This design comes from an exercise in tuning for small area on the open sky130 flow, not from production work. Where RTL was checked, it was by simulation tests only, not by an equivalence proof against the original. No functional check of the RTL was part of runs 2 to 6. Power is estimated from default activity; no workload was simulated.

==> design.v <==
module stack( 
  input wire clk,
  input wire [4:0] ra,
  output wire [16-1:0] rd,
  input wire we,
  input wire [4:0] wa,
  input wire [16-1:0] wd);
  reg [16-1:0] store[0:7];
  always @(posedge clk)
    if (we)
      store[wa[2:0]] <= wd;
  assign rd = store[ra[2:0]];
endmodule
module j1(
  input wire clk,
  input wire resetq,
  output wire io_rd,
  output wire io_wr,
  output wire [15:0] mem_addr,
  output wire mem_wr,
  output wire [16-1:0] dout,
  input  wire [16-1:0] mem_din,
  input  wire [16-1:0] io_din,
  output wire [12:0] code_addr,
  input  wire [15:0] insn);
  reg [4:0] dsp, dspN;       
  reg [16-1:0] st0;      
  reg [16-1:0] st0N;
  reg dstkW;                 
  reg [12:0] pc, pcN;      
  reg [4:0] rsp, rspN;
  reg rstkW;           
  wire [16-1:0] rstkD;    
  reg reboot;
  wire [12:0] pc_plus_1 = pc + 1;
  assign mem_addr = st0[15:0];
  assign code_addr = {pcN};
  wire [16-1:0] st1, rst0;
  stack dstack(.clk(clk), .ra(dsp), .rd(st1), .we(dstkW), .wa(dspN), .wd(st0));
  stack rstack(.clk(clk), .ra(rsp), .rd(rst0), .we(rstkW), .wa(rspN), .wd(rstkD));
  always @*
  begin
    casez ({insn[15:8]})
      8'b1??_?????: st0N = { {(16 - 15){1'b0}}, insn[14:0] };     
      8'b000_?????: st0N = st0;                      
      8'b010_?????: st0N = st0;                      
      8'b001_?????: st0N = st1;                      
      8'b011_?0000: st0N = st0;                      
      8'b011_?0001: st0N = st1;
      8'b011_?0010: st0N = st0 + st1;
      8'b011_?0011: st0N = st0 & st1;
      8'b011_?0100: st0N = st0 | st1;
      8'b011_?0101: st0N = st0 ^ st1;
      8'b011_?0110: st0N = ~st0;
      8'b011_?0111: st0N = {16{(st1 == st0)}};
      8'b011_?1000: st0N = {16{($signed(st1) < $signed(st0))}};
      8'b011_?1001: st0N = st1 >> st0[4:0];
      8'b011_?1010: st0N = st1 << st0[4:0];
      8'b011_?1011: st0N = rst0;
      8'b011_?1100: st0N = mem_din;
      8'b011_?1101: st0N = io_din;
      8'b011_?1110: st0N = {{(16 - 10){1'b0}}, rsp, dsp};
      8'b011_?1111: st0N = {16{(st1 < st0)}};
      default: st0N = st0;
    endcase
  end
  wire func_T_N =   (insn[6:4] == 1);
  wire func_T_R =   (insn[6:4] == 2);
  wire func_write = (insn[6:4] == 3);
  wire func_iow =   (insn[6:4] == 4);
  wire func_ior =   (insn[6:4] == 5);
  wire is_alu = (insn[15:13] == 3'b011);
  assign mem_wr = !reboot & is_alu & func_write;
  assign dout = st1;
  assign io_wr = !reboot & is_alu & func_iow;
  assign io_rd = !reboot & is_alu & func_ior;
  assign rstkD = (insn[13] == 1'b0) ? {{(16 - 14){1'b0}}, pc_plus_1, 1'b0} : st0;
  reg [4:0] dspI, rspI;
  always @*
  begin
    casez ({insn[15:13]})
    3'b1??:   {dstkW, dspI} = {1'b1,      5'b00001};
    3'b001:   {dstkW, dspI} = {1'b0,      5'b11111};
    3'b011:   {dstkW, dspI} = {func_T_N,  {insn[1], insn[1], insn[1], insn[1:0]}};
    default:  {dstkW, dspI} = {1'b0,      5'b00000};
    endcase
    dspN = dsp + dspI;
    casez ({insn[15:13]})
    3'b010:   {rstkW, rspI} = {1'b1,      5'b00001};
    3'b011:   {rstkW, rspI} = {func_T_R,  {insn[3], insn[3], insn[3], insn[3:2]}};
    default:  {rstkW, rspI} = {1'b0,      5'b00000};
    endcase
    rspN = rsp + rspI;
    casez ({reboot, insn[15:13], insn[7], |st0})
    6'b1_???_?_?:   pcN = 0;
    6'b0_000_?_?,
    6'b0_010_?_?,
    6'b0_001_?_0:   pcN = insn[12:0];
    6'b0_011_1_?:   pcN = rst0[13:1];
    default:        pcN = pc_plus_1;
    endcase
  end
  always @(negedge resetq or posedge clk)
  begin
    if (!resetq) begin
      reboot <= 1'b1;
      { pc, dsp, st0, rsp } <= 0;
    end else begin
      reboot <= 0;
      { pc, dsp, st0, rsp } <= { pcN, dspN, st0N, rspN };
    end
  end
endmodule
==> run.sh <==
#!/bin/bash
# synth_recipe.tcl (not shown) runs the flow's synth.tcl, then flattens the netlist and writes it again
# the make line also repeats each setting of config.mk as NAME=value (left out here)
make -C /OpenROAD-flow-scripts/flow DESIGN_CONFIG=/design/flow/config.mk WORK_HOME=/design/flow/orfs CLKGATE_MAP_FILE= SYNTH_SCRIPT=/design/flow/synth_recipe.tcl finish
==> config.mk <==
export PLATFORM = sky130hd
export DESIGN_NAME = j1
export DESIGN_NICKNAME = j1
export VERILOG_FILES = /design/flow/design.v
export SDC_FILE = /design/flow/constraint.sdc
export NUM_CORES = 4
export LEC_CHECK = 0
export CAP_MARGIN = 20
export CORE_MARGIN = 2
export CORE_UTILIZATION = 40
export SLEW_MARGIN = 20
==> constraint.sdc <==
create_clock -name core_clock -period 4.5 [get_ports {clk}]
set_input_delay 0.9000 -clock core_clock [delete_from_list [all_inputs] [get_ports {clk}]]
set_output_delay 0.9000 -clock core_clock [all_outputs]
set_load 0.01 [all_outputs]
==> summary.txt, run 1 <==
Global route
  • Initial antenna violation count: 1
  • Largest net degree at the start of global routing: 41
  • Vias in the first global route: 11.9k
  • Remaining global-route overflow: 0
  • GRT Overall Usage: 26.6%
  • First-pass GRT wire length: 80400 µm

Route
  • Remaining routing DRC violations: 0
  • Vias per cell: 6.14
  • Antenna viol nets, final: 0
  • Total number of vias: 12.0k
  • Routed len/inst: 28.2 µm
  • Drt first-iter violations: 1409
  • Drt total wl: 55100 µm
  • Drt first pass iters: 8

Clocking
  • Deepest clock path buffer count: 3
  • Root Buffer: clkbuf_16
  • Setup Buffers After CTS: 0
  • CTS Sinks: 296
  • Num CTS Buffers: 31
  • Hold-fix buffer count after cts: 0
  • CTS H-tree lvls: 1
  • Clock Latency Late Sink: 0.59 ns
  • Reg clk slew, reported paths: 0.07 ns
  • CTS tree: done

STA
  • Hold_ws: 0.413 ns
  • RSZ-0062 raised after global routing: false
  • Final setup viols: 0
  • Final worst path period share: 95.6%
  • Fmax achieved: 0.233 GHz
  • Worst clock skew: 0.0467 ns
  • Worst-margin pin slew: 0.890 ns
  • Final hold vios: 0
  • Final Max Slew Viols: 0
  • Tmin final: 4.30 ns
  • Slew HR: 40.3%

Floorplanning
  • Initial Utilization: 40.8%
  • Die width: 203 µm
  • Area of the core: 0.0389 mm²
  • Die H: 203 µm
  • Row cnt: 72
  • Boundary Pins: 98
  • Die Area: 0.0413 mm²

Layout
  • Multi-input logic area: 0.00682 mm²
  • FILL cells: 3400
  • Fin util: 50.3%
  • Commonest cells after routing, fill and taps aside: edfxtp_1, buf_4, clkdlybuf4s50_1, nor2_1, mux4_2
  • Area growth from synthesis to layout: 23.3%
  • Antenna Cells: 0
  • Register area: 0.00870 mm²
  • Layout cell share with drive strength beyond 1: 24.2%
  • Design area: 0.0196 mm²
  • Most common cell after layout, fill and taps aside: edfxtp_1
  • Fin nets: 1523

Placement
  • Port bufs: 97
  • Routability congestion estimate: 0.954
  • Post-DP Area: 0.0185 mm²
  • Hpwl dp: 40600 µm

Logic synthesis
  • Syn Nets: 1309
  • Synth async-reset ratio: 13.5%
  • Netlist Area Pre-Place: 0.0159 mm²
  • Seq/Total Area, Yosys: 54.7%
  • Cells after synthesis: 1197
  • Yosys reg bits: 296
  • EDFF count, synth: 256
  • Main synth FF type: edfxtp_1
  • Yosys warnings: 2
  • Synth cell types: 82
  • Syn avg cell area: 13.3 µm²

Critical path
  • Worst setup EP type: output pin
  • Critical path class: reg -> out
  • WP buf/inv: 2
  • Required @ worst endpoint: 3.60 ns
  • Setup crit start kind: flop
  • Top Family by Delay on Critical Path: simple AND/OR/NAND/NOR gates
  • Cells along the critical path: nor4_4 -> nand2_1 -> nor4_1 -> nand3_1 -> a21oi_4 -> buf_4 -> a22oi_1 -> o22ai_1 -> clkdlybuf4s50_1
  • Arrival @ worst endpoint: 3.40 ns
  • Worst path max stage delay: 0.60 ns
  • Critical path's slowest cell: clkdlybuf4s50_1
  • Crit path max fanout: 14

Status
  • Outcome: no timing/DRC/antenna violations

Power and ir drop
  • Leakage: 7.09 nW
  • Power Dens Cells: 698 mW/mm²
  • Worst IR drop on VDD: 0.319 mV
  • Overall power: 13.7 mW

Run
  • Max cap viols: 0

Worst hold path
  • Worst Hold Class: in -> async
==> final timing paths <==
kind,start,end,slack (ns),cells past startpoint
max,st0[2],code_addr[4],0.20,9
min,resetq,rsp[0],0.41,2
max reg2reg,dsp[1],st0[0],0.26,17
min reg2reg,rsp[4],rsp[4],0.61,2
max in group asynchronous,resetq,dsp[1],3.60,2
min in group core_clock,rsp[4],rsp[4],0.61,2
==> synth_stat cells, types with 7 or more instances <==
| cell type | count | share of area, % |
|---|---|---|
| a2111oi_0 | 8 | 0.44 |
| a211oi_1 | 11 | 0.52 |
| a21o_1 | 8 | 0.38 |
| a21oi_1 | 49 | 1.5 |
| a221oi_1 | 14 | 0.77 |
| a22oi_1 | 26 | 1.2 |
| a31oi_1 | 13 | 0.51 |
| buf_1 | 12 | 0.28 |
| buf_2 | 7 | 0.22 |
| clkbuf_1 | 53 | 1.3 |
| dfrtp_1 | 39 | 6.1 |
| edfxtp_1 | 256 | 48 |
| ha_1 | 59 | 4.6 |
| inv_1 | 33 | 0.78 |
| inv_2 | 12 | 0.28 |
| mux2i_1 | 47 | 3.0 |
| mux4_2 | 77 | 11 |
| nand2_1 | 59 | 1.4 |
| nand2b_1 | 13 | 0.51 |
| nand3_1 | 26 | 0.82 |
| nand4_1 | 8 | 0.32 |
| nor2_1 | 79 | 1.9 |
| nor2b_1 | 8 | 0.32 |
| nor3_1 | 32 | 1.0 |
| nor4_1 | 12 | 0.47 |
| o211ai_1 | 11 | 0.52 |
| o21ai_0 | 39 | 1.2 |
| o21ai_1 | 8 | 0.25 |
| o221ai_1 | 8 | 0.44 |
| o22ai_1 | 33 | 1.3 |
| xnor2_1 | 19 | 1.0 |
| xor2_1 | 9 | 0.50 |
==> area by class of cell <==
type,count,share of cell area (%)
Sequential cell,296,44.4
Multi-Input combinational cell,777,34.8
Timing Repair Buffer,257,11.3
Clock buffer,33,4.00
Tap cell,518,3.31
Clock inverter,25,1.18
Inverter,48,0.920
==> worst reg2reg max path, cell delays in order, from the launching register on <==
cell and delay, ns:
dfrtp_2 0.40, buf_12 0.17, buf_4 0.20, mux4_2 0.51
mux2_2 0.33, inv_2 0.07, ha_1 0.24, nor3_1 0.33
o21ai_0 0.21, a311oi_1 0.30, buf_4 0.18, or4_1 0.11
o311a_1 0.18, nand2_1 0.08, buf_4 0.18, buf_4 0.15
nor4_1 0.40, o21ai_1 0.10
==> repair_timing <==
action                     CTS  global route
gates resized for setup      3            14
pin swaps                    0             0
setup endpoints to repair   13            14
==> cells by family (layout without fill, tap and decap cells) <==
kind of cell | Yosys count | count (layout) | synth area share (%)
mux | 139 | 139 | 15.3
xor+xnor | 28 | 28 | 1.54
fa+ha+maj | 62 | 62 | 5.03
flops | 296 | 296 | 54.7
compound gates | 276 | 276 | 11.9
buf+inv | 124 | 363 | 3.18
simple gates | 271 | 271 | 8.32
other cells | 1 | 1 | 0.0236
==> per-stage QoR <==
step           instances   TNS, ns  worst slack [ns]
5_1_grt             1954         0           0.00873
4_1_cts             1954         0            0.0628
3_3_place_gp        1896         0            0.0661
6_report            1954         0             0.200
3_5_place_dp        1896  -0.00830          -0.00767
2_1_floorplan       1197         0             0.352
==> report_power, final <==
part           internal (mW)  switching [mW]  total (mW)
Combinational           3.13            4.13        7.26
Sequential              3.54           0.304        3.84
Clock                   1.49            1.07        2.56
Total                   8.15            5.51        13.7
==> registers in the layout, summed over array words and instances (netlist names) <==
name	flops
rsp	5
dsp	5
dstack.store	128
rstack.store	128
reboot	1
pc	13
st0	16
==> metal layers <==
layer	wire length, µm	global-route usage (%)	up-vias
met5	12	0	-
met4	2400	9.80	2
met3	4720	5.59	123
met2	25600	42.4	615
met1	22400	36.1	6076
li1	-	-	5178
==> run 2: changes to the inputs <==
==> design.v (replaced) <==
module stack(
  input wire clk,
  input wire [2:0] ra,
  output wire [15:0] rd,
  input wire we,
  input wire [2:0] wa,
  input wire [15:0] wd);
  reg [15:0] store[0:7];
  always @(posedge clk)
    if (we)
      store[wa] <= wd;
  assign rd = store[ra];
endmodule
module j1(
  input wire clk,
  input wire resetq,
  output wire io_rd,
  output wire io_wr,
  output wire [15:0] mem_addr,
  output wire mem_wr,
  output wire [15:0] dout,
  input  wire [15:0] mem_din,
  input  wire [15:0] io_din,
  output wire [12:0] code_addr,
  input  wire [15:0] insn);
  reg [4:0] dsp, rsp;
  reg [15:0] st0;
  reg [12:0] pc;
  reg reboot;
  wire [15:0] st1, rst0;
  wire is_lit  = insn[15];
  wire is_jmp  = (insn[15:13] == 3'b000);
  wire is_cjmp = (insn[15:13] == 3'b001);
  wire is_call = (insn[15:13] == 3'b010);
  wire is_alu  = (insn[15:13] == 3'b011);
  wire [3:0] op = insn[11:8];
  wire [2:0] fn = insn[6:4];
  wire [15:0] T = st0;
  wire [15:0] N = st1;
  wire sub = op[3];
  wire [15:0] b = T ^ {16{sub}};
  wire [16:0] c;
  assign c[0] = sub;
  wire [15:0] add = N ^ b ^ c[15:0];
  assign c[16:1] = (N & b) | (c[15:0] & (N ^ b));
  wire ltu = ~c[16];
  wire lts = (N[15] ^ T[15]) ? N[15] : ltu;
  wire [15:0] x = T ^ N;
  wire eq = ~|x;
  wire left = ~op[0];
  wire [15:0] nrev, srev;
  wire [15:0] shin = left ? nrev : N;
  wire [15:0] shr = T[4] ? 16'd0 : (shin >> T[3:0]);
  genvar i;
  generate
    for (i = 0; i < 16; i = i + 1) begin : g_rev
      assign nrev[i] = N[15 - i];
      assign srev[i] = shr[15 - i];
    end
  endgenerate
  wire [15:0] sh = left ? srev : shr;
  reg [15:0] st0N;
  always @* begin
    if (is_lit)
      st0N = {1'b0, insn[14:0]};
    else if (is_cjmp)
      st0N = N;
    else if (!is_alu)
      st0N = T;
    else case (op)
      4'd0:  st0N = T;
      4'd1:  st0N = N;
      4'd2:  st0N = add;
      4'd3:  st0N = T & N;
      4'd4:  st0N = T | N;
      4'd5:  st0N = x;
      4'd6:  st0N = ~T;
      4'd7:  st0N = {16{eq}};
      4'd8:  st0N = {16{lts}};
      4'd9:  st0N = sh;
      4'd10: st0N = sh;
      4'd11: st0N = rst0;
      4'd12: st0N = mem_din;
      4'd13: st0N = io_din;
      4'd14: st0N = {6'b0, rsp, dsp};
      default: st0N = {16{ltu}};
    endcase
  end
  wire dstkW = is_lit | (is_alu & (fn == 3'd1));
  reg [4:0] dspI;
  always @* begin
    if (is_lit)       dspI = 5'b00001;
    else if (is_cjmp) dspI = 5'b11111;
    else if (is_alu)  dspI = {{3{insn[1]}}, insn[1:0]};
    else              dspI = 5'b00000;
  end
  wire [4:0] dc = {(dsp[3:0] & dspI[3:0]) | (dc[3:0] & (dsp[3:0] ^ dspI[3:0])), 1'b0};
  wire [4:0] dspN = dsp ^ dspI ^ dc;
  wire rstkW = is_call | (is_alu & (fn == 3'd2));
  wire [4:0] rspI = is_call ? 5'b00001 : is_alu ? {{3{insn[3]}}, insn[3:2]} : 5'b00000;
  wire [4:0] rc = {(rsp[3:0] & rspI[3:0]) | (rc[3:0] & (rsp[3:0] ^ rspI[3:0])), 1'b0};
  wire [4:0] rspN = rsp ^ rspI ^ rc;
  wire [12:0] pcc = {pcc[11:0] & pc[11:0], 1'b1};
  wire [12:0] pc_plus_1 = pc ^ pcc;
  wire [15:0] rstkD = insn[13] ? st0 : {2'b00, pc_plus_1, 1'b0};
  stack dstack(.clk(clk), .ra(dsp[2:0]), .rd(st1), .we(dstkW), .wa(dspN[2:0]), .wd(st0));
  stack rstack(.clk(clk), .ra(rsp[2:0]), .rd(rst0), .we(rstkW), .wa(rspN[2:0]), .wd(rstkD));
  reg [12:0] pcN;
  always @* begin
    if (reboot)
      pcN = 13'd0;
    else if (is_jmp | is_call | (is_cjmp & ~|st0))
      pcN = insn[12:0];
    else if (is_alu & insn[7])
      pcN = rst0[13:1];
    else
      pcN = pc_plus_1;
  end
  assign code_addr = pcN;
  assign mem_addr = st0;
  assign dout = st1;
  assign mem_wr = !reboot & is_alu & (fn == 3'd3);
  assign io_wr  = !reboot & is_alu & (fn == 3'd4);
  assign io_rd  = !reboot & is_alu & (fn == 3'd5);
  always @(negedge resetq or posedge clk)
  begin
    if (!resetq) begin
      reboot <= 1'b1;
      { pc, dsp, st0, rsp } <= 0;
    end else begin
      reboot <= 0;
      { pc, dsp, st0, rsp } <= { pcN, dspN, st0N, rspN };
    end
  end
endmodule
==> run 2 against run 1 <==
  * Clock-buffer cell count is 11 higher
  * Synthesized cell count is 8.8% lower
  * Now fails the layout checks on setup timing
  * Hold slack better by 0.065 ns
  * Critical path type is now reg -> reg
  * Largest cell class unchanged
  * Total power is 7.4% higher
  * Routed wire length is 3.0% lower
  * Register-to-register slack worse by 3.4 ns
  * Sequential power is 3% higher
  * Via count is 6.2% lower
  * Sequential share of layout area is 0.58 points lower
  * Final area is 1.3% higher
==> summary.txt, run 2 <==
Route
  • Total number of vias: 11.3k (-6.2%)
  • Drt first-iter violations: 1210 (-14%)
  • Vias per cell: 6.06 (-1.2%)
  • Drt total wl: 53500 µm (-3.0%)
  • Drt first pass iters: 5 (-3)
  • Remaining routing DRC violations: 0 (unchanged)
  • Antenna viol nets, final: 0 (unchanged)
  • Routed len/inst: 28.8 µm (+2.1%)

Logic synthesis
  • Synth async-reset ratio: 13.5% (unchanged)
  • Netlist Area Pre-Place: 0.0156 mm² (-1.6%)
  • Cells after synthesis: 1092 (-8.8%)
  • Post-synth top cells: edfxtp_1, nor2_1, mux4_2
  • Yosys reg bits: 296 (unchanged)
  • Syn avg cell area: 14.3 µm² (+7.9%)
  • EDFF count, synth: 256 (unchanged)
  • Synth cell types: 82 (unchanged)
  • Synth top area cells: edfxtp_1, mux4_2, dfrtp_1
  • Main synth FF type: edfxtp_1
  • Yosys top cell by area: edfxtp_1
  • Seq/Total Area, Yosys: 55.6% (+0.88 points)
  • Synth top area share: 49.2% (+0.78 points)
  • Most common cell in the netlist: edfxtp_1
  • Yosys warnings: 2 (unchanged)
  • Syn Nets: 1208 (-7.7%)

Power and ir drop
  • Leakage: 7.12 nW (+0.43%)
  • Internal power: 8.74 mW (+7.3%)
  • Seq pwr share: 27.1% (-1.0 points)
  • Worst IR drop on VDD: 0.444 mV (+39%)
  • Overall power: 14.7 mW (+7.4%)
  • Psw: 5.93 mW (+7.7%)
  • Logic pwr share: 53.5% (+0.4 points)
  • Clock power frac: 19.4% (+0.7 points)
  • Power Dens Cells: 740 mW/mm² (+6.1%)
  • Switching share of total power: 40.4% (+0.094 points)

Critical path
  • Top Family by Delay on Critical Path: adder cells
  • Worst setup EP type: flop
  • Required @ worst endpoint: 4.90 ns (+1.30 ns)
  • Critical path class: reg -> reg
  • Setup crit start kind: flop
  • Worst path max stage delay: 0.58 ns (-0.02 ns)
  • WP buf/inv: 3 (+1)
  • CP dominant cell by count: fa_2
  • Critical path's slowest cell: mux4_2
  • Arrival @ worst endpoint: 8.06 ns (+4.66 ns)
  • Crit path max fanout: 6 (-8)

STA
  • Tmin final: 7.66 ns (+3.36 ns)
  • Slew HR: 27.7% (-13 points)
  • Fmax achieved: 0.131 GHz (-44%)
  • Setup ws final: -3.16 ns (-3.36 ns)
  • Final hold vios: 0 (unchanged)
  • Hold_ws: 0.479 ns (+0.0653 ns)
  • Final worst path period share: 170% (+75 points)
  • Worst-margin pin slew: 1.07 ns (+0.179 ns)
  • Worst clock skew: 0.0196 ns (-0.0271 ns)
  • RSZ-0062 raised after global routing: true
  • Final setup viols: 17 (+17)
  • Final Max Slew Viols: 0 (unchanged)

Clocking
  • Root Buffer: clkbuf_16
  • Clock Latency Late Sink: 0.54 ns (-0.05 ns)
  • CTS H-tree lvls: 2 (+1)
  • Reg clk slew, reported paths: 0.07 ns (about the same)
  • Num CTS Buffers: 34 (+9.7%)
  • CTS tree: done
  • CTS Sinks: 296 (unchanged)
  • Deepest clock path buffer count: 3 (unchanged)
  • Hold-fix buffer count after cts: 0 (unchanged)

Run
  • Max cap viols: 0 (unchanged)

Layout
  • Commonest cells after routing, fill and taps aside: edfxtp_1, buf_4, mux4_2, clkdlybuf4s50_1, nor2_1
  • Antenna Cells: 0 (unchanged)
  • Layout cell share with drive strength beyond 1: 30.3% (+6.1 points)
  • FILL cells: 3298 (-3.0%)
  • Most common cell after layout, fill and taps aside: edfxtp_1
  • Fin nets: 1428 (-6.2%)
  • Fin util: 51.3% (+0.99 points)
  • Area growth from synthesis to layout: 26.8%

Status
  • Failing Checks: setup timing
  • Outcome: failed layout checks

Floorplanning
  • Die Area: 0.0407 mm² (-1.6%)
  • Initial Utilization: 40.4% (-0.37 points)
  • Die H: 202 µm (-0.78%)
  • Area of the core: 0.0386 mm² (-0.69%)
  • Row cnt: 72 (unchanged)
  • Boundary Pins: 98 (unchanged)
  • Die width: 202 µm (-0.78%)

Global route
  • Largest net degree at the start of global routing: 41 (unchanged)
  • Remaining global-route overflow: 0 (unchanged)
  • GRT Overall Usage: 26.5% (-0.16 points)
  • Initial antenna violation count: 1 (unchanged)
  • First-pass GRT wire length: 77800 µm (-3.2%)
  • Vias in the first global route: 11.3k (-5.1%)

Worst hold path
  • Worst Hold Class: in -> async

Placement
  • Port bufs: 97 (unchanged)
  • Routability congestion estimate: 1.02 (+6.8%)
  • Hpwl dp: 38400 µm (-5.5%)
==> run 2: cell count changes after synthesis, moves of 15 or more <==
cell	before	now
fa_1	3	21
inv_1	33	48
mux2_2	5	20
mux2i_1	47	27
nor3_1	32	12
o21ai_0	39	22
o22ai_1	33	7
==> run 2: path summary, 6_finish.rpt <==
path                            depth (start not counted)  slack [ns]       to    from
max in group asynchronous                               2        3.54   rsp[0]  resetq
worst max-delay path                                   26       -3.16  st0[15]  dsp[1]
worst min-delay path                                    2        0.48  st0[12]  resetq
worst max register to register                         26       -3.16  st0[15]  dsp[1]
worst min register to register                          1        0.61   rsp[3]  rsp[3]
min in group core_clock                                 1        0.61   rsp[3]  rsp[3]
==> run 2: cells by family (layout without fill, tap and decap cells) <==
group / Yosys count / count (layout) / synth area share, %
flops: 296 / 296 / 55.6
simple gates: 231 / 231 / 7.30
compound gates: 204 / 204 / 9.43
mux: 146 / 146 / 16.6
buf+inv: 126 / 372 / 3.54
fa+ha+maj: 66 / 66 / 6.29
xor+xnor: 22 / 22 / 1.23
other cells: 1 / 1 / 0.0240
==> run 2: area by class of cell <==
| cell class | count | area [µm²] | share of cell area, % |
|---|---|---|---|
| clock buffers | 44 | 930 | 4.69 |
| repair buffers | 258 | 2430 | 12.3 |
| clock inverters | 18 | 230 | 1.16 |
| well taps | 518 | 648 | 3.27 |
| multi-input cells | 670 | 6690 | 33.7 |
| inverters | 52 | 200 | 1.01 |
| flip-flops and latches | 296 | 8690 | 43.8 |
==> run 2: what timing repair did <==
| action | CTS | global route |
|---|---|---|
| setup buffers | 12 | 1 |
| pin swaps | 16 | 8 |
| cloned | 2 | 0 |
| gates resized for setup | 55 | 13 |
| endpoints found under the setup margin | 28 | 25 |
==> run 2: worst reg2reg max path, delay by kind of cell (launching register included) <==
family          cells  cell delay, ns
compound gates      5            0.61
fa+ha+maj          15            5.28
buf+inv             3            0.17
flops               1            0.47
mux                 2            0.77
simple gates        1            0.24
==> run 2: power by group through the flow <==
stage	Sequential [mW]	Combinational, mW	Clock [mW]
after global placement	4.01	7.67	0
after global routing	4.02	8.25	3.01
after floorplan	3.99	4.13	0
after detailed placement	4.02	7.61	0
final	3.97	7.85	2.85
after CTS	3.97	7.73	2.91
==> run 2: layer usage <==
layer	up-vias	global-route usage, %	wire, µm
met5	-	0	0
met4	0	10.7	2250
met3	120	4.39	3990
met2	587	41.7	24900
met1	5798	36.7	22300
li1	4750	-	-
==> run 2: stage by stage <==
| stage | area, µm² | std cells | setup TNS [ns] | setup WS [ns] |
|---|---|---|---|---|
| 2_1_floorplan | 15800 | 1092 | -47.66 | -3.26 |
| 3_3_place_gp | 18300 | 1779 | -47.75 | -3.20 |
| 3_5_place_dp | 18300 | 1779 | -48.89 | -3.26 |
| 4_1_cts | 19700 | 1855 | -46.92 | -3.14 |
| 5_1_grt | 19800 | 1856 | -50.10 | -3.36 |
| 6_report | 19800 | 1856 | -47.32 | -3.16 |
==> run 3: changes to the inputs <==
--- a/design.v
+++ b/design.v
@@ -37,16 +37,16 @@
   wire [2:0] fn = insn[6:4];
   wire [15:0] T = st0;
   wire [15:0] N = st1;
-  wire sub = op[3];
+  wire sub = op[0] | op[3];
   wire [15:0] b = T ^ {16{sub}};
+  wire [15:0] p = N ^ b;
   wire [16:0] c;
   assign c[0] = sub;
-  wire [15:0] add = N ^ b ^ c[15:0];
-  assign c[16:1] = (N & b) | (c[15:0] & (N ^ b));
+  assign c[16:1] = (N & b) | (c[15:0] & p);
+  wire [15:0] add = p ^ c[15:0];
   wire ltu = ~c[16];
   wire lts = (N[15] ^ T[15]) ? N[15] : ltu;
-  wire [15:0] x = T ^ N;
-  wire eq = ~|x;
+  wire eq = &p;
   wire left = ~op[0];
   wire [15:0] nrev, srev;
   wire [15:0] shin = left ? nrev : N;
@@ -58,34 +58,47 @@
       assign srev[i] = shr[15 - i];
     end
   endgenerate
-  wire [15:0] sh = left ? srev : shr;
-  reg [15:0] st0N;
+  reg [3:0] k;
   always @* begin
     if (is_lit)
-      st0N = {1'b0, insn[14:0]};
+      k = 4'b0000;
     else if (is_cjmp)
-      st0N = N;
+      k = 4'b1010;
     else if (!is_alu)
-      st0N = T;
+      k = 4'b1100;
     else case (op)
-      4'd0:  st0N = T;
-      4'd1:  st0N = N;
-      4'd2:  st0N = add;
-      4'd3:  st0N = T & N;
-      4'd4:  st0N = T | N;
-      4'd5:  st0N = x;
-      4'd6:  st0N = ~T;
-      4'd7:  st0N = {16{eq}};
-      4'd8:  st0N = {16{lts}};
-      4'd9:  st0N = sh;
-      4'd10: st0N = sh;
-      4'd11: st0N = rst0;
-      4'd12: st0N = mem_din;
-      4'd13: st0N = io_din;
-      4'd14: st0N = {6'b0, rsp, dsp};
-      default: st0N = {16{ltu}};
+      4'd0: k = 4'b1100;
+      4'd1: k = 4'b1010;
+      4'd3: k = 4'b1000;
+      4'd4: k = 4'b1110;
+      4'd5: k = 4'b0110;
+      4'd6: k = 4'b0011;
+      default: k = 4'b0000;
     endcase
   end
+  wire [15:0] lu;
+  generate
+    for (i = 0; i < 16; i = i + 1) begin : g_lu
+      assign lu[i] = k[{T[i], N[i]}];
+    end
+  endgenerate
+  wire sel_flag = is_alu & ((op == 4'd7) ? eq : (op == 4'd8) ? lts : (op == 4'd15) ? ltu : 1'b0);
+  wire sel_add = is_alu & (op == 4'd2);
+  wire sel_shr = is_alu & (op == 4'd9);
+  wire sel_shl = is_alu & (op == 4'd10);
+  wire sel_r   = is_alu & (op == 4'd11);
+  wire sel_mem = is_alu & (op == 4'd12);
+  wire sel_io  = is_alu & (op == 4'd13);
+  wire sel_dep = is_alu & (op == 4'd14);
+  wire [15:0] st0N = lu | {16{sel_flag}}
+                   | ({16{sel_add}} & add)
+                   | ({16{sel_shr}} & shr)
+                   | ({16{sel_shl}} & srev)
+                   | ({16{sel_r}}   & rst0)
+                   | ({16{sel_mem}} & mem_din)
+                   | ({16{sel_io}}  & io_din)
+                   | ({16{sel_dep}} & {6'b0, rsp, dsp})
+                   | ({16{is_lit}}  & {1'b0, insn[14:0]});
   wire dstkW = is_lit | (is_alu & (fn == 3'd1));
   reg [4:0] dspI;
   always @* begin
==> run 3 against run 2 <==
  * Still fails the layout checks on setup timing
  * First-iteration DRC count decreased by 30%
  * Hold slack got worse by 0.18 ns
  * Via count down 16%
  * Sequential share of layout area is 3.2 points higher
  * Critical path type unchanged
  * Highest routed layer unchanged
==> summary.txt, run 3 <==
STA
  • Worst clock skew: 0.0316 ns (+0.0119 ns)
  • Worst-margin pin slew: 0.970 ns (-0.0993 ns)
  • Final Max Slew Viols: 0 (unchanged)
  • Fmax achieved: 0.126 GHz (-3.5%)
  • Final worst path period share: 176% (+6.2 points)
  • Tmin final: 7.94 ns (+0.281 ns)
  • Setup ws final: -3.44 ns (-0.281 ns)
  • Slew HR: 34.7% (+7.0 points)
  • RSZ-0062 raised after global routing: true
  • Hold_ws: 0.302 ns (-0.177 ns)
  • Final hold vios: 0 (unchanged)
  • Final setup viols: 16 (-1)

Logic synthesis
  • Cells after synthesis: 934 (-14%)
  • EDFF count, synth: 256 (unchanged)
  • Syn avg cell area: 15.8 µm² (+11%)
  • Yosys warnings: 2 (unchanged)
  • Seq/Total Area, Yosys: 58.7% (+3.1 points)
  • Yosys reg bits: 296 (unchanged)
  • Synth top area share: 52.0% (+2.8 points)
  • Main synth FF type: edfxtp_1
  • Synth top area cells: edfxtp_1, mux4_2, dfrtp_1
  • Yosys top cell by area: edfxtp_1
  • Synth async-reset ratio: 13.5% (unchanged)
  • Most common cell in the netlist: edfxtp_1
  • Post-synth top cells: edfxtp_1, mux4_2, nor2_1
  • Netlist Area Pre-Place: 0.0148 mm² (-5.3%)
  • Syn Nets: 1033 (-14%)
  • Synth cell types: 66 (-20%)

Critical path
  • Setup crit start kind: flop
  • Critical path class: reg -> reg
  • Required @ worst endpoint: 4.99 ns (+0.09 ns)
  • Critical path's slowest cell: mux4_2
  • Arrival @ worst endpoint: 8.43 ns (+0.37 ns)
  • Crit path max fanout: 9 (+3)
  • Worst path max stage delay: 0.47 ns (-0.11 ns)
  • Worst setup EP type: flop
  • CP dominant cell by count: fa_2

Clocking
  • Clock Latency Late Sink: 0.59 ns (+0.05 ns)
  • CTS H-tree lvls: 1 (-1)
  • CTS Sinks: 296 (unchanged)
  • Deepest clock path buffer count: 3 (unchanged)
  • CTS tree: done
  • Reg clk slew, reported paths: 0.07 ns (about the same)
  • Num CTS Buffers: 31 (-8.8%)
  • Hold-fix buffer count after cts: 0 (unchanged)
  • Root Buffer: clkbuf_16

Layout
  • Layout cell share with drive strength beyond 1: 29.8% (-0.42 points)
  • Area growth from synthesis to layout: 24.9%
  • Fin nets: 1240 (-13%)
  • Commonest cells after routing, fill and taps aside: edfxtp_1, buf_4, clkdlybuf4s50_1, mux4_2, nor2_1
  • Most common cell after layout, fill and taps aside: edfxtp_1
  • Antenna Cells: 0 (unchanged)

Floorplanning
  • Row cnt: 70 (-2.8%)
  • Area of the core: 0.0365 mm² (-5.5%)
  • Initial Utilization: 40.5% (+0.071 points)
  • Die width: 196 µm (-2.6%)
  • Boundary Pins: 98 (unchanged)
  • Die H: 196 µm (-2.6%)
  • Die Area: 0.0385 mm² (-5.2%)

Global route
  • Largest net degree at the start of global routing: 41 (unchanged)
  • Remaining global-route overflow: 0 (unchanged)
  • First-pass GRT wire length: 66600 µm (-14%)
  • Vias in the first global route: 9757 (-13%)
  • GRT Overall Usage: 24.0% (-2.4 points)
  • Initial antenna violation count: 0 (-1)

Placement
  • DP Worst Slack: -3.85 ns (-0.591 ns)
  • Hpwl dp: 32700 µm (-15%)
  • Routability congestion estimate: 0.957 (-6.0%)
  • Port bufs: 97 (unchanged)

Route
  • Total number of vias: 9499 (-16%)
  • Routed len/inst: 27.8 µm (-3.5%)
  • Remaining routing DRC violations: 0 (unchanged)
  • Drt first-iter violations: 846 (-30%)
  • Vias per cell: 5.81 (-4.1%)
  • Drt total wl: 45400 µm (-15%)
  • Drt first pass iters: 8 (+3)
  • Antenna viol nets, final: 0 (unchanged)

Status
  • Outcome: failed layout checks
  • Failing Checks: setup timing

Worst hold path
  • Worst Hold Class: in -> async

Power and ir drop
  • Worst IR drop on VDD: 0.351 mV (-21%)
  • Leakage: 6.65 nW (-6.7%)
  • Overall power: 13.7 mW (-6.3%)
  • Power Dens Cells: 743 mW/mm² (+0.44%)

Run
  • Max cap viols: 0 (unchanged)
-- run 3: logic make-up after synthesis --
group / count (synthesis) / share of synthesized area (%)
flip-flops: 296 / 58.7
AND/OR/NAND/NOR: 182 / 6.05
buffers and inverters: 98 / 2.99
AO/OA/AOI/OAI: 126 / 6.06
multiplexers: 159 / 19.6
adder cells (fa/ha/maj): 50 / 5.28
other: 1 / 0.0253
XOR/XNOR: 22 / 1.30
-- run 3: layout make-up --
type	instances	area [µm²]
clock inverters	19	224
repair buffers	234	2060
clock buffers	39	846
inverters	38	143
flip-flops and latches	296	8690
well taps	468	586
fillers	3074	18000
multi-input cells	540	5930
-- run 3: worst max-delay path, delay by kind of cell, from the launching register on --
kind | cells | cell delay [ns]
mux | 2 | 0.65
flops | 1 | 0.43
simple gates | 2 | 0.32
buf+inv | 7 | 0.65
fa+ha+maj | 16 | 5.39
compound gates | 3 | 0.40
-- run 3: timing repair --
action	in CTS	in global routing
hold endpoints to repair	0	0
setup buffers	2	1
pin swaps	9	7
gates resized for setup	42	6
endpoints found under the setup margin	22	20
-- run 3: path summary, 6_finish.rpt --
check | start | to | slack [ns] | cells after the start
min in group core_clock | rsp[4] | rsp[4] | 0.67 | 2
max | dsp[0] | st0[15] | -3.44 | 30
min reg2reg | rsp[4] | rsp[4] | 0.67 | 2
max reg2reg | dsp[0] | st0[15] | -3.44 | 30
min | resetq | st0[10] | 0.30 | 1
max in group asynchronous | resetq | reboot | 3.59 | 2
-- run 3: per-stage QoR --
stage | area, µm² | instances | setup TNS [ns] | utilization (%)
6_report | 18500 | 1634 | -54.30 | 50.6
5_1_grt | 18500 | 1634 | -59.05 | 50.6
4_1_cts | 18400 | 1632 | -54.20 | 50.4
3_5_place_dp | 17200 | 1572 | -61.06 | 47.1
3_3_place_gp | 17200 | 1572 | -60.46 | 47.1
2_1_floorplan | 14900 | 934 | -59.91 | -
-- run 3: power by group --
part	total (mW)	switching (mW)	internal (mW)
registers	4.03	0.299	3.74
logic	7.06	3.93	3.13
clock network	2.65	1.08	1.57
-- run 3: layer usage --
layer / share of wire [%] / track usage [%]
met3: 7.6 / 5.14
met1: 42 / 32.5
met4: 3.7 / 8.56
met5: 0 / 0
met2: 47 / 38.6
==> run 4: changes to the inputs <==
--- a/design.v
+++ b/design.v
@@ -35,14 +35,45 @@
   wire is_alu  = (insn[15:13] == 3'b011);
   wire [3:0] op = insn[11:8];
   wire [2:0] fn = insn[6:4];
+  genvar i;
   wire [15:0] T = st0;
   wire [15:0] N = st1;
   wire sub = op[0] | op[3];
   wire [15:0] b = T ^ {16{sub}};
   wire [15:0] p = N ^ b;
-  wire [16:0] c;
-  assign c[0] = sub;
-  assign c[16:1] = (N & b) | (c[15:0] & p);
+  wire [15:0] g0 = {N[15:1] & b[15:1], (N[0] & b[0]) | (p[0] & sub)};
+  wire [15:0] g1, g2, g3, g4, p1, p2, p3, p4;
+  generate
+    for (i = 0; i < 16; i = i + 1) begin : g_pfx
+      if (i & 1) begin : l1
+        assign g1[i] = g0[i] | (p[i] & g0[i - 1]);
+        assign p1[i] = p[i] & p[i - 1];
+      end else begin : l1n
+        assign g1[i] = g0[i];
+        assign p1[i] = p[i];
+      end
+      if (i & 2) begin : l2
+        assign g2[i] = g1[i] | (p1[i] & g1[(i & ~1) - 1]);
+        assign p2[i] = p1[i] & p1[(i & ~1) - 1];
+      end else begin : l2n
+        assign g2[i] = g1[i];
+        assign p2[i] = p1[i];
+      end
+      if (i & 4) begin : l3
+        assign g3[i] = g2[i] | (p2[i] & g2[(i & ~3) - 1]);
+        assign p3[i] = p2[i] & p2[(i & ~3) - 1];
+      end else begin : l3n
+        assign g3[i] = g2[i];
+        assign p3[i] = p2[i];
+      end
+      if (i & 8) begin : l4
+        assign g4[i] = g3[i] | (p3[i] & g3[7]);
+      end else begin : l4n
+        assign g4[i] = g3[i];
+      end
+    end
+  endgenerate
+  wire [16:0] c = {g4, sub};
   wire [15:0] add = p ^ c[15:0];
   wire ltu = ~c[16];
   wire lts = (N[15] ^ T[15]) ? N[15] : ltu;
@@ -51,7 +82,6 @@
   wire [15:0] nrev, srev;
   wire [15:0] shin = left ? nrev : N;
   wire [15:0] shr = T[4] ? 16'd0 : (shin >> T[3:0]);
-  genvar i;
   generate
     for (i = 0; i < 16; i = i + 1) begin : g_rev
       assign nrev[i] = N[15 - i];
==> run 4 against run 3 <==
  * Now clean on timing, DRC and antenna
  * First-iteration DRC count rose by 41%
  * Flip-flop and latch count unchanged
  * Utilization decreased by 0.32 points
  * Largest cell class unchanged
  * Critical path depth fell by 13
  * Die area rose by 2.0%
  * Clock skew down 0.016 ns
  * Maximum frequency grew 81%
  * Highest routed layer unchanged
==> summary.txt, run 4 <==
Global route
  • Remaining global-route overflow: 0 (unchanged)
  • First-pass GRT wire length: 72200 µm (+8.5%)
  • Vias in the first global route: 10.9k (+11%)
  • Largest net degree at the start of global routing: 28 (-32%)
  • GRT Overall Usage: 25.5% (+1.4 points)
  • Initial antenna violation count: 2 (+2)

Logic synthesis
  • Synth cell types: 76 (+15%)
  • EDFF count, synth: 256 (unchanged)
  • Synth async-reset ratio: 13.5% (unchanged)
  • Syn avg cell area: 14.1 µm² (-11%)
  • Seq/Total Area, Yosys: 57.6% (-1.2 points)
  • Main synth FF type: edfxtp_1
  • Yosys warnings: 2 (unchanged)
  • Syn Nets: 1162 (+12%)
  • Yosys top cell by area: edfxtp_1
  • Yosys reg bits: 296 (unchanged)
  • Synth top area share: 50.9% (-1.0 points)
  • Netlist Area Pre-Place: 0.0151 mm² (+2.0%)
  • Cells after synthesis: 1074 (+15%)
  • Most common cell in the netlist: edfxtp_1
  • Synth top area cells: edfxtp_1, mux4_2, dfrtp_1
  • Post-synth top cells: edfxtp_1, nor2_1, mux4_2

STA
  • Final Max Slew Viols: 0 (unchanged)
  • Slew HR: 24.9% (-9.7 points)
  • RSZ-0062 raised after global routing: true
  • Worst-margin pin slew: 1.12 ns (+0.152 ns)
  • Final setup viols: 0 (-16)
  • Setup tns final: 0 ns (+54.30 ns)
  • Hold_ws: 0.294 ns (-0.00761 ns)
  • Final worst path period share: 97.7% (-79 points)
  • Setup ws final: 0.102 ns (+3.54 ns)
  • Final hold vios: 0 (unchanged)
  • Tmin final: 4.40 ns (-3.54 ns)
  • Fmax achieved: 0.227 GHz (+81%)
  • Worst clock skew: 0.0161 ns (-0.0155 ns)

Placement
  • Routability congestion estimate: 0.966 (+0.95%)
  • Port bufs: 97 (unchanged)
  • Dpl cells: 1750 (+11%)
  • Hpwl dp: 36100 µm (+10%)
  • DP Worst Slack: -0.0857 ns (+3.77 ns)

Clocking
  • Num CTS Buffers: 35 (+13%)
  • CTS tree: done
  • Hold-fix buffer count after cts: 0 (unchanged)
  • Reg clk slew, reported paths: 0.06 ns (about the same)
  • CTS H-tree lvls: 2 (+1)
  • Clock Latency Late Sink: 0.53 ns (-0.06 ns)
  • CTS Sinks: 296 (unchanged)
  • Root Buffer: clkbuf_16
  • Deepest clock path buffer count: 3 (unchanged)

Floorplanning
  • Die H: 198 µm (+0.99%)
  • Boundary Pins: 98 (unchanged)
  • Row cnt: 71 (+1.4%)
  • Area of the core: 0.0374 mm² (+2.4%)
  • Die Area: 0.0393 mm² (+2.0%)
  • Initial Utilization: 40.4% (-0.15 points)
  • Die width: 198 µm (+0.99%)

Power and ir drop
  • Internal power: 8.61 mW (+2.1%)
  • Leakage: 6.68 nW (+0.49%)
  • Seq pwr share: 28.3% (-1.1 points)
  • Logic pwr share: 52.4% (+1.0 points)
  • Psw: 5.83 mW (+9.9%)
  • Power Dens Cells: 768 mW/mm² (+3.3%)
  • Switching share of total power: 40.4% (+1.8 points)
  • Worst IR drop on VDD: 0.412 mV (+17%)
  • Clock power frac: 19.3% (about the same)

Critical path
  • Worst setup EP type: output pin
  • Critical path class: reg -> out
  • Required @ worst endpoint: 3.60 ns (-1.39 ns)
  • Crit path max fanout: 2 (-7)
  • Arrival @ worst endpoint: 3.50 ns (-4.93 ns)
  • Reg-to-reg slack, setup: 0.34 ns (+3.78 ns)
  • Setup crit start kind: flop

Status
  • Outcome: no timing/DRC/antenna violations

Layout
  • Most common cell after layout, fill and taps aside: edfxtp_1
  • Commonest cells after routing, fill and taps aside: edfxtp_1, buf_4, clkdlybuf4s50_1, nor2_1, mux4_2
  • Final Instance Count excl. Fillers: 1822 (+12%)
  • Layout cell share with drive strength beyond 1: 25.2% (-4.7 points)
  • Fin nets: 1372 (+11%)
  • Area growth from synthesis to layout: 24.6%
  • FILL cells: 3199 (+4.1%)
  • Fin util: 50.3% (-0.32 points)

Route
  • Total number of vias: 10.9k (+15%)
  • Vias per cell: 6.00 (+3.1%)
  • Remaining routing DRC violations: 0 (unchanged)
  • Drt total wl: 49100 µm (+8.0%)
  • Antenna viol nets, final: 0 (unchanged)
  • Drt first pass iters: 6 (-2)
  • Drt first-iter violations: 1195 (+41%)
  • Routed len/inst: 26.9 µm (-3.1%)

Run
  • Max cap viols: 0 (unchanged)

Worst hold path
  • Worst Hold Class: in -> async
==> run 4: cell types whose count changed in the layout (fill, tap and decap cells not counted), moves of 7 or more <==
cell	before	now
o21ai_0	14	50
xor2_1	1	8
a2111o_1	2	9
mux2_1	0	45
mux4_2	74	58
or2_1	0	7
nand4_1	6	14
nor2_1	66	77
mux2_2	17	30
o22ai_1	3	30
nand2_1	26	43
mux4_1	20	0
mux2i_1	41	19
fa_2	13	0
==> run 4: critical path, stage by stage (launching register included) <==
cell and delay (ns):
dfrtp_1 0.39, ha_2 0.20, ha_4 0.17, ha_4 0.16
ha_4 0.15, ha_4 0.15, ha_4 0.15, ha_4 0.16
ha_4 0.16, ha_4 0.16, ha_4 0.15, ha_4 0.16
xor2_2 0.18, nor2_2 0.06, a211oi_2 0.20, a21oi_1 0.07
nor2_1 0.15, buf_2 0.16
==> run 4: area by class of cell <==
class	instances	area, µm²	share of cell area, %
clock buffer	43	948	5.04
clock inverter	20	180	0.958
timing repair buffer	235	2050	10.9
multi-input combinational	684	6170	32.8
inverter	32	120	0.639
antenna	1	2.50	0.0133
sequential	296	8690	46.2
tap	511	639	3.40
==> run 4: timing repair <==
action,CTS,global route
gates cloned,0,0
pin swaps,8,7
hold endpoints to repair,0,0
buffers inserted,8,0
resized for setup,20,19
setup endpoints to repair,6,7
==> run 4: final timing paths <==
| kind | cells after the start | start | to |
|---|---|---|---|
| min reg2reg | 1 | rsp[3] | rsp[3] |
| min in group core_clock | 1 | rsp[3] | rsp[3] |
| max | 17 | pc[0] | code_addr[12] |
| min | 1 | resetq | pc[7] |
| max reg2reg | 15 | dsp[2] | st0[14] |
| max in group asynchronous | 2 | resetq | dsp[2] |
==> run 4: logic make-up after synthesis <==
| kind of cell | share of synthesized area [%] |
|---|---|
| AO/OA/AOI/OAI | 10.8 |
| XOR/XNOR | 1.68 |
| adder cells (fa/ha/maj) | 3.65 |
| buffers and inverters | 2.83 |
| flip-flops | 57.6 |
| multiplexers | 15.8 |
| other | 0.0248 |
| AND/OR/NAND/NOR | 7.59 |
==> run 4: routing by layer <==
layer / up-vias / track usage (%) / routed length, µm
li1: 4715 / - / -
met1: 5578 / 34.5 / 20400
met2: 524 / 42.4 / 23600
met3: 107 / 3.92 / 3640
met4: 0 / 7.80 / 1530
met5: - / 0 / 0
==> run 4: power by group through the flow <==
| stage | registers (mW) | clock network [mW] | logic [mW] |
|---|---|---|---|
| after floorplan | 4.07 | 0 | 4.14 |
| after global placement | 4.12 | 0 | 7.42 |
| after detailed placement | 4.13 | 0 | 7.45 |
| after CTS | 4.08 | 2.83 | 7.50 |
| after global routing | 4.13 | 2.94 | 8.08 |
| final | 4.08 | 2.79 | 7.57 |
==> run 4: metrics by stage <==
stage | power (mW) | area [µm²]
after CTS | 14.4 | 18700
after global placement | 11.5 | 17500
after detailed placement | 11.6 | 17500
after global routing | 15.1 | 18800
after floorplan | 8.21 | 15100
final | 14.4 | 18800
==> run 5: changes to the inputs <==
--- a/config.mk
+++ b/config.mk
@@ -8,4 +8,7 @@
 export CAP_MARGIN = 20
 export CORE_MARGIN = 2
 export CORE_UTILIZATION = 40
+export CTS_BUF_LIST = sky130_fd_sc_hd__clkbuf_16
+export CTS_CLUSTER_DIAMETER = 100
+export CTS_CLUSTER_SIZE = 24
 export SLEW_MARGIN = 20
==> run 5 against run 4 <==
  * Still clean
  * Critical path depth unchanged
  * Flip-flop and latch count unchanged
  * Combinational power about the same
  * Maximum frequency down 0.97%
  * Hold slack worse by 0.014 ns
  * Sequential power about the same
  * Die area unchanged
  * Total power down 8.0%
  * Clock-buffer cell count down 26
  * Synthesized area unchanged
  * Clock power down 41%
  * Largest power group unchanged
==> summary.txt, run 5 <==
STA
  • Tmin final: 4.44 ns (+0.0429 ns)
  • Setup ws final: 0.0591 ns (-0.0429 ns)
  • Worst clock skew: 0.0278 ns (+0.0118 ns)
  • Slew HR: 25.5% (+0.52 points)
  • RSZ-0062 raised after global routing: true
  • Final setup viols: 0 (unchanged)
  • Final worst path period share: 98.7% (+0.95 points)
  • Fmax achieved: 0.225 GHz (-0.97%)
  • Final hold vios: 0 (unchanged)
  • Worst-margin pin slew: 1.11 ns (-0.00782 ns)
  • Final Max Slew Viols: 0 (unchanged)

Floorplanning
  • Row cnt: 71 (unchanged)
  • Boundary Pins: 98 (unchanged)
  • Die width: 198 µm (unchanged)
  • Die H: 198 µm (unchanged)
  • Die Area: 0.0393 mm² (unchanged)
  • Area of the core: 0.0374 mm² (unchanged)
  • Initial Utilization: 40.4% (unchanged)

Placement
  • Hpwl dp: 36100 µm (unchanged)
  • Routability congestion estimate: 0.966 (unchanged)
  • Post-DP Area: 0.0175 mm² (unchanged)
  • Dpl cells: 1750 (unchanged)
  • DP Worst Slack: -0.0857 ns (unchanged)
  • Port bufs: 97 (unchanged)

Critical path
  • Crit Reg-Reg Startpoint: dsp[2]
  • Arrival @ worst endpoint: 3.54 ns (+0.04 ns)
  • Reg2reg path depth: 15 (unchanged)
  • Critical path class: reg -> out
  • Crit path max fanout: 2 (unchanged)
  • Required @ worst endpoint: 3.60 ns (about the same)
  • Reg-to-reg slack, setup: 0.33 ns (about the same)
  • Setup crit start kind: flop
  • R2r endpoint: st0[14]
  • Worst setup EP type: output pin

Status
  • Outcome: no timing/DRC/antenna violations

Logic synthesis
  • Synth async-reset ratio: 13.5% (unchanged)
  • Main synth FF type: edfxtp_1
  • Synth cell types: 76 (unchanged)
  • Post-synth top cells: edfxtp_1, nor2_1, mux4_2
  • EDFF count, synth: 256 (unchanged)
  • Netlist Area Pre-Place: 0.0151 mm² (unchanged)
  • Yosys top cell by area: edfxtp_1
  • Cells after synthesis: 1074 (unchanged)
  • Synth top area cells: edfxtp_1, mux4_2, dfrtp_1
  • Yosys reg bits: 296 (unchanged)
  • Most common cell in the netlist: edfxtp_1
  • Seq/Total Area, Yosys: 57.6% (unchanged)
  • Synth top area share: 50.9% (unchanged)
  • Yosys warnings: 2 (unchanged)
  • Syn avg cell area: 14.1 µm² (unchanged)
  • Syn Nets: 1162 (unchanged)

Run
  • Max cap viols: 0 (unchanged)

Route
  • Routed len/inst: 27.3 µm (+1.3%)
  • Drt first pass iters: 5 (-1)
  • Antenna viol nets, final: 0 (unchanged)
  • Total number of vias: 10.7k (-2.0%)
  • Remaining routing DRC violations: 0 (unchanged)
  • Drt total wl: 48700 µm (-0.76%)
  • Drt first-iter violations: 1163 (-2.7%)
  • Vias per cell: 6.00 (about the same)

Layout
  • Most common cell after layout, fill and taps aside: edfxtp_1
  • Fin nets: 1354 (-1.3%)
  • Final Instance Count excl. Fillers: 1785 (-2.0%)
  • Area growth from synthesis to layout: 20.4%
  • FILL cells: 3271 (+2.3%)
  • Design area: 0.0182 mm² (-3.4%)
  • Layout cell share with drive strength beyond 1: 23.7% (-1.5 points)
  • Commonest cells after routing, fill and taps aside: edfxtp_1, buf_4, clkdlybuf4s50_1, nor2_1, mux4_2

Clocking
  • CTS Sinks: 296 (unchanged)
  • CTS H-tree lvls: 1 (-1)
  • Reg clk slew, reported paths: 0.11 ns (+0.05 ns)
  • Num CTS Buffers: 17 (-51%)
  • Hold-fix buffer count after cts: 0 (unchanged)
  • CTS tree: done
  • Deepest clock path buffer count: 3 (unchanged)
  • Clock Latency Late Sink: 0.53 ns (about the same)
  • Root Buffer: clkbuf_16

Worst hold path
  • Worst Hold Class: in -> async

Global route
  • Vias in the first global route: 10.7k (-1.6%)
  • GRT Overall Usage: 25.2% (-0.33 points)
  • First-pass GRT wire length: 71400 µm (-1.2%)
  • Remaining global-route overflow: 0 (unchanged)
  • Initial antenna violation count: 0 (-2)
  • Largest net degree at the start of global routing: 28 (unchanged)

Power and ir drop
  • Worst IR drop on VDD: 0.467 mV (+13%)
  • Psw: 5.65 mW (-3.0%)
  • Leakage: 6.38 nW (-4.5%)
  • Clock power frac: 12.3% (-7.0 points)
  • Switching share of total power: 42.5% (+2.2 points)
  • Logic pwr share: 57.0% (+4.6 points)
  • Power Dens Cells: 732 mW/mm² (-4.7%)
  • Internal power: 7.64 mW (-11%)
  • Seq pwr share: 30.6% (+2.3 points)
-- run 5: cell type report --
type	count	area [µm²]	area share, %
repair buffers	235	2050	11.3
clock buffers	17	425	2.34
well taps	511	639	3.52
clock inverters	9	66.3	0.365
multi-input cells	684	6170	34.0
diodes	1	2.50	0.0138
inverters	32	120	0.661
flip-flops and latches	296	8690	47.8
-- run 5: worst max path at each step --
| stage | cells after the start | end | startpoint |
|---|---|---|---|
| after floorplan | 10 | rstack.store[2][0] | insn[13] |
| after global placement | 17 | code_addr[12] | pc[0] |
| after detailed placement | 17 | code_addr[12] | pc[0] |
| after CTS | 17 | code_addr[12] | pc[0] |
| after global routing | 17 | code_addr[12] | pc[0] |
| final | 17 | code_addr[12] | pc[0] |
-- run 5: cells by family (layout without fill, tap and decap cells) --
logic type | count (synthesis) | in the layout | synth area share [%]
xor+xnor | 29 | 29 | 1.68
flops | 296 | 296 | 57.6
fa+ha+maj | 38 | 38 | 3.65
simple gates | 231 | 231 | 7.59
mux | 155 | 155 | 15.8
other cells | 1 | 2 | 0.0248
buf+inv | 94 | 293 | 2.83
compound gates | 230 | 230 | 10.8
-- run 5: through the flow --
stage	hold WS (ns)	TNS [ns]	power, mW	util, %
finish	0.280	0	13.3	48.6
global route	0.295	-0.0765	14.0	48.6
CTS	0.277	-0.0572	13.2	48.2
detailed placement	0.578	-0.0857	11.6	46.7
global placement	0.572	-0.0599	11.5	46.7
floorplan	0.509	0	8.21	-
-- run 5: worst max-delay path, cell delays in order (launching register included) --
cell and delay [ns]:
dfrtp_1 0.41, ha_2 0.21, ha_4 0.17, ha_4 0.16, ha_4 0.15, ha_4 0.15, ha_4 0.15, ha_4 0.16
ha_4 0.16, ha_4 0.15, ha_4 0.15, ha_4 0.16, xor2_2 0.19, nor2_2 0.07, a211oi_2 0.20, a21oi_1 0.06
nor2_1 0.14, buf_2 0.16
-- run 5: timing repair --
| action | CTS | global route |
|---|---|---|
| gates resized for setup | 21 | 18 |
| endpoints found under the setup margin | 6 | 7 |
| buffers inserted | 8 | 0 |
| pin swaps | 8 | 8 |
-- run 5: per-layer routing --
metal,vias to the layer above,GRT usage (%),share of wire [%]
met5,-,0,0
met4,0,7.18,3.0
met3,90,3.90,7.2
met2,456,42.0,48
met1,5497,34.1,42
li1,4661,-,-
-- run 5: power by group through the flow --
stage               registers, mW  logic (mW)  clock network, mW
finish                       4.07        7.58               1.64
global route                 4.13        8.10               1.75
floorplan                    4.07        4.14                  0
global placement             4.12        7.42                  0
detailed placement           4.13        7.45                  0
CTS                          4.07        7.50               1.66
==> run 6: changes to the inputs <==
==> flow/run.sh (new file) <==
#!/bin/bash
# The standard layout (standard.sh) with: the smallest buffer on each port,
# timing-driven placement that does not keep its trial buffering, and a
# clock tree of clkbuf_16 leaf buffers without dummy loads.
set -euo pipefail
export BUFFER_PORTS_ARGS="-buffer_cell sky130_fd_sc_hd__buf_1"
export GPL_KEEP_OVERFLOW=0
export CTS_ARGS="-sink_clustering_enable -repair_clock_nets -buf_list sky130_fd_sc_hd__clkbuf_16 -sink_clustering_size 24 -sink_clustering_max_diameter 100 -dont_use_dummy_load"
bash standard.sh > standard.log 2>&1
==> standard.sh (new file) <==
#!/bin/bash
# synth_recipe.tcl (not shown) runs the flow's synth.tcl, then flattens the netlist and writes it again
# the make line also repeats each setting of config.mk as NAME=value (left out here)
make -C /OpenROAD-flow-scripts/flow DESIGN_CONFIG=/design/flow/config.mk WORK_HOME=/design/flow/orfs CLKGATE_MAP_FILE= SYNTH_SCRIPT=/design/flow/synth_recipe.tcl "${@:-finish}"
--- a/config.mk
+++ b/config.mk
@@ -8,7 +8,4 @@
 export CAP_MARGIN = 20
 export CORE_MARGIN = 2
 export CORE_UTILIZATION = 40
-export CTS_BUF_LIST = sky130_fd_sc_hd__clkbuf_16
-export CTS_CLUSTER_DIAMETER = 100
-export CTS_CLUSTER_SIZE = 24
 export SLEW_MARGIN = 20
removed: run.sh
==> run 6 against run 5 <==
  * Final area is 7.5% lower
  * Critical endpoint unchanged
  * Routed wire length is 5.6% lower
  * Non-clock buffer count is 112 lower
  * Critical path type unchanged
  * Register-to-register slack worse by 0.09 ns
==> summary.txt, run 6 <==
Layout
  • Most common cell after layout, fill and taps aside: edfxtp_1
  • Fin nets: 1242 (-8.3%)
  • Layout cell share with drive strength beyond 1: 18.8% (-4.9 points)
  • Antenna Cells: 0 (-1)
  • Commonest cells after routing, fill and taps aside: edfxtp_1, buf_1, nor2_1, mux4_2, o21ai_0
  • Area growth from synthesis to layout: 11.4%

Status
  • Outcome: no timing/DRC/antenna violations

Critical path
  • Worst setup EP type: output pin
  • Critical path's slowest cell: dfrtp_1
  • Worst path max stage delay: 0.39 ns (-0.02 ns)
  • Arrival @ worst endpoint: 3.49 ns (-0.05 ns)
  • Critical path class: reg -> out
  • Cells along the critical path: ha_2 -> ha_2 -> ha_4 -> ha_4 -> ha_4 -> ha_4 -> ha_4 -> ha_4 -> ha_4 -> ha_4 -> ha_4 -> xor2_1 -> nor2_1 -> a211oi_1 -> a21oi_1 -> nor2_1 -> buf_2
  • Setup crit start kind: flop
  • Top Family by Delay on Critical Path: adder cells
  • Required @ worst endpoint: 3.60 ns (about the same)
  • Reg-to-reg slack, setup: 0.24 ns (-0.09 ns)
  • WP buf/inv: 1 (unchanged)
  • Crit path max fanout: 2 (unchanged)
  • CP dominant cell by count: ha_4

Logic synthesis
  • Main synth FF type: edfxtp_1
  • Synth top area cells: edfxtp_1, mux4_2, dfrtp_1
  • Seq/Total Area, Yosys: 57.6% (unchanged)
  • Synth cell types: 76 (unchanged)
  • Post-synth top cells: edfxtp_1, nor2_1, mux4_2
  • Yosys reg bits: 296 (unchanged)
  • Syn avg cell area: 14.1 µm² (unchanged)
  • Yosys top cell by area: edfxtp_1
  • Cells after synthesis: 1074 (unchanged)
  • Yosys warnings: 2 (unchanged)
  • Synth async-reset ratio: 13.5% (unchanged)
  • EDFF count, synth: 256 (unchanged)
  • Syn Nets: 1162 (unchanged)
  • Netlist Area Pre-Place: 0.0151 mm² (unchanged)
  • Most common cell in the netlist: edfxtp_1
  • Synth top area share: 50.9% (unchanged)

STA
  • Slew HR: 27.9% (+2.4 points)
  • Final worst path period share: 97.5% (-1.2 points)
  • Worst-margin pin slew: 1.08 ns (-0.0360 ns)
  • Final setup viols: 0 (unchanged)
  • Final hold vios: 0 (unchanged)
  • Worst clock skew: 0.0501 ns (+0.0223 ns)
  • Setup tns final: 0 ns (unchanged)
  • Final Max Slew Viols: 0 (unchanged)
  • Hold_ws: 0.356 ns (+0.0760 ns)
  • Tmin final: 4.39 ns (-0.0553 ns)
  • Fmax achieved: 0.228 GHz (+1.3%)

Route
  • Remaining routing DRC violations: 0 (unchanged)
  • Routed len/inst: 27.6 µm (+1.3%)
  • Drt total wl: 46000 µm (-5.6%)
  • Drt first pass iters: 7 (+2)
  • Antenna viol nets, final: 0 (unchanged)
  • Vias per cell: 6.15 (+2.5%)
  • Total number of vias: 10.2k (-4.5%)
  • Drt first-iter violations: 1063 (-8.6%)

Clocking
  • Num CTS Buffers: 17 (unchanged)
  • Deepest clock path buffer count: 3 (unchanged)
  • Root Buffer: clkbuf_16
  • Reg clk slew, reported paths: 0.10 ns (about the same)
  • Clock Latency Late Sink: 0.54 ns (about the same)
  • CTS Sinks: 296 (unchanged)
  • CTS H-tree lvls: 1 (unchanged)
  • CTS tree: done

Power and ir drop
  • Worst IR drop on VDD: 0.322 mV (-31%)
  • Overall power: 12.0 mW (-9.6%)
  • Leakage: 5.55 nW (-13%)
  • Power Dens Cells: 715 mW/mm² (-2.2%)

Global route
  • Initial antenna violation count: 1 (+1)
  • GRT Overall Usage: 23.7% (-1.5 points)
  • First-pass GRT wire length: 67900 µm (-4.8%)
  • Largest net degree at the start of global routing: 48 (+71%)
  • Vias in the first global route: 10.2k (-4.6%)
  • Remaining global-route overflow: 0 (unchanged)

Floorplanning
  • Area of the core: 0.0374 mm² (unchanged)
  • Die width: 198 µm (unchanged)
  • Die H: 198 µm (unchanged)
  • Die Area: 0.0393 mm² (unchanged)
  • Row cnt: 71 (unchanged)
  • Initial Utilization: 40.4% (unchanged)
  • Boundary Pins: 98 (unchanged)

Worst hold path
  • Worst Hold Class: in -> async

Run
  • Max cap viols: 0 (unchanged)

Placement
  • Port bufs: 97 (unchanged)
  • Routability congestion estimate: 0.940 (-2.8%)
  • Hpwl dp: 32800 µm (-9.0%)
## run 6: cell count changes in the layout (fill, tap and decap cells not counted), moves of 4 or more
| cell | previous run | this run |
|---|---|---|
| buf_6 | 0 | 6 |
| inv_1 | 27 | 23 |
| buf_1 | 0 | 91 |
| buf_4 | 133 | 15 |
| nor3_1 | 14 | 10 |
| clkdlybuf4s50_1 | 92 | 0 |
| dfrtp_2 | 1 | 5 |
| dfrtp_1 | 37 | 32 |
| nor2_1 | 77 | 62 |
| nor2_4 | 1 | 9 |
| buf_12 | 5 | 0 |
| nor2_2 | 2 | 9 |
| buf_2 | 3 | 7 |
## run 6: what timing repair did
action                     in CTS  in global routing
cloned                          0                  0
buffers inserted                1                  3
hold buffers                    0                  0
setup endpoints to repair      28                 22
pin swaps                       6                  4
gates resized for setup        21                 19
## run 6: through the flow
stage	util (%)	worst slack [ns]	cell area, µm²	cells
floorplan	-	0.0523	15100	1074
global placement	42.2	-2.14	15800	1620
detailed placement	43.3	-0.829	16200	1642
CTS	44.6	0.000688	16700	1660
global route	45.0	-0.0230	16800	1663
finish	45.0	0.114	16800	1663
## run 6: path summary, 6_finish.rpt
check | endpoint | start | cells past startpoint
worst max-delay path | code_addr[12] | pc[0] | 17
worst max register to register | st0[9] | dsp[2] | 15
worst min register to register | dsp[4] | dsp[4] | 2
max in group asynchronous | dsp[2] | resetq | 2
min in group core_clock | dsp[4] | dsp[4] | 2
worst min-delay path | pc[3] | resetq | 1
## run 6: cells by family after synthesis
group           share of synthesized area, %
flops                                   57.6
simple gates                            7.59
compound gates                          10.8
mux                                     15.8
buf+inv                                 2.83
fa+ha+maj                               3.65
xor+xnor                                1.68
other cells                           0.0248
## run 6: final cells by class
cell class	count	area, µm²
clock buffer	17	425
fill	3387	20600
timing repair buffer	123	654
tap	511	639
multi-input combinational	684	6270
sequential	296	8700
inverter	32	120
## run 6: worst reg2reg max path: stages, from the launching register on
cell and delay (ns):
dfrtp_4 0.50, buf_16 0.25, mux2_2 0.43, o22ai_1 0.23, or2_1 0.20, inv_1 0.21, ha_1 0.39, and4_1 0.20
o21a_1 0.23, nor3_4 0.09, fa_1 0.41, xor2_1 0.16, o211ai_1 0.10, a2111o_1 0.36, a31oi_1 0.18, nand4_1 0.14
## run 6: routing by layer
| layer | up-vias | routed length [µm] | track usage, % |
|---|---|---|---|
| met4 | 2 | 1590 | 7.80 |
| met2 | 507 | 21900 | 39.1 |
| met5 | - | 15 | 0 |
| met1 | 5208 | 18600 | 31.8 |
| met3 | 97 | 3890 | 4.12 |
| li1 | 4410 | - | - |
## run 6: power by group
part / internal (mW) / switching [mW]
clock network: 0.677 / 0.851
logic: 2.29 / 3.67
registers: 3.75 / 0.787

-- afterwards: timing with drivers on the ports --
In the flow no input, the clock included, has a driving cell. The finished layouts below were timed again as built, in two steps.
Step 1 (the two cells are an assumption about what drives the block):
set clk [get_ports {clk}]
set_driving_cell -lib_cell sky130_fd_sc_hd__clkbuf_16 $clk
set_driving_cell -lib_cell sky130_fd_sc_hd__buf_2 [delete_from_list [all_inputs] $clk]
Step 2 times the ports against the registers' clock, not the clock port: input delays grow and output delays shrink by t, the midpoint of the rising clock arrivals with the driver on.
a / b / c = ideal ports / drivers / drivers and shift; a / b = the first two.
| run | t (ns) | slack for setup (ns) | clock arrival spread, ns | worst register clock-pin slew, ns |
|---|---|---|---|---|
| run 1 | 0.619 | 0.200 / 0.148 / 0.202 | 0.047 / 0.047 | 0.07 / 0.07 |
| run 2 | 0.588 | -3.160 / -3.160 / -3.160 | 0.020 / 0.020 | 0.07 / 0.07 |
| run 3 | 0.624 | -3.441 / -3.441 / -3.834 | 0.031 / 0.032 | 0.07 / 0.07 |
| run 4 | 0.565 | 0.102 / 0.054 / 0.130 | 0.017 / 0.018 | 0.06 / 0.06 |
| run 5 | 0.566 | 0.059 / 0.009 / 0.092 | 0.028 / 0.028 | 0.11 / 0.11 |
| run 6 | 0.569 | 0.114 / 0.063 / -0.228 | 0.051 / 0.051 | 0.10 / 0.10 |
Met with ideal ports but missed after step 2: setup timing in run 6. For run 3, which loses most, drivers alone change the setup slack by 0.000 ns; drivers and shift together by -0.393 ns.
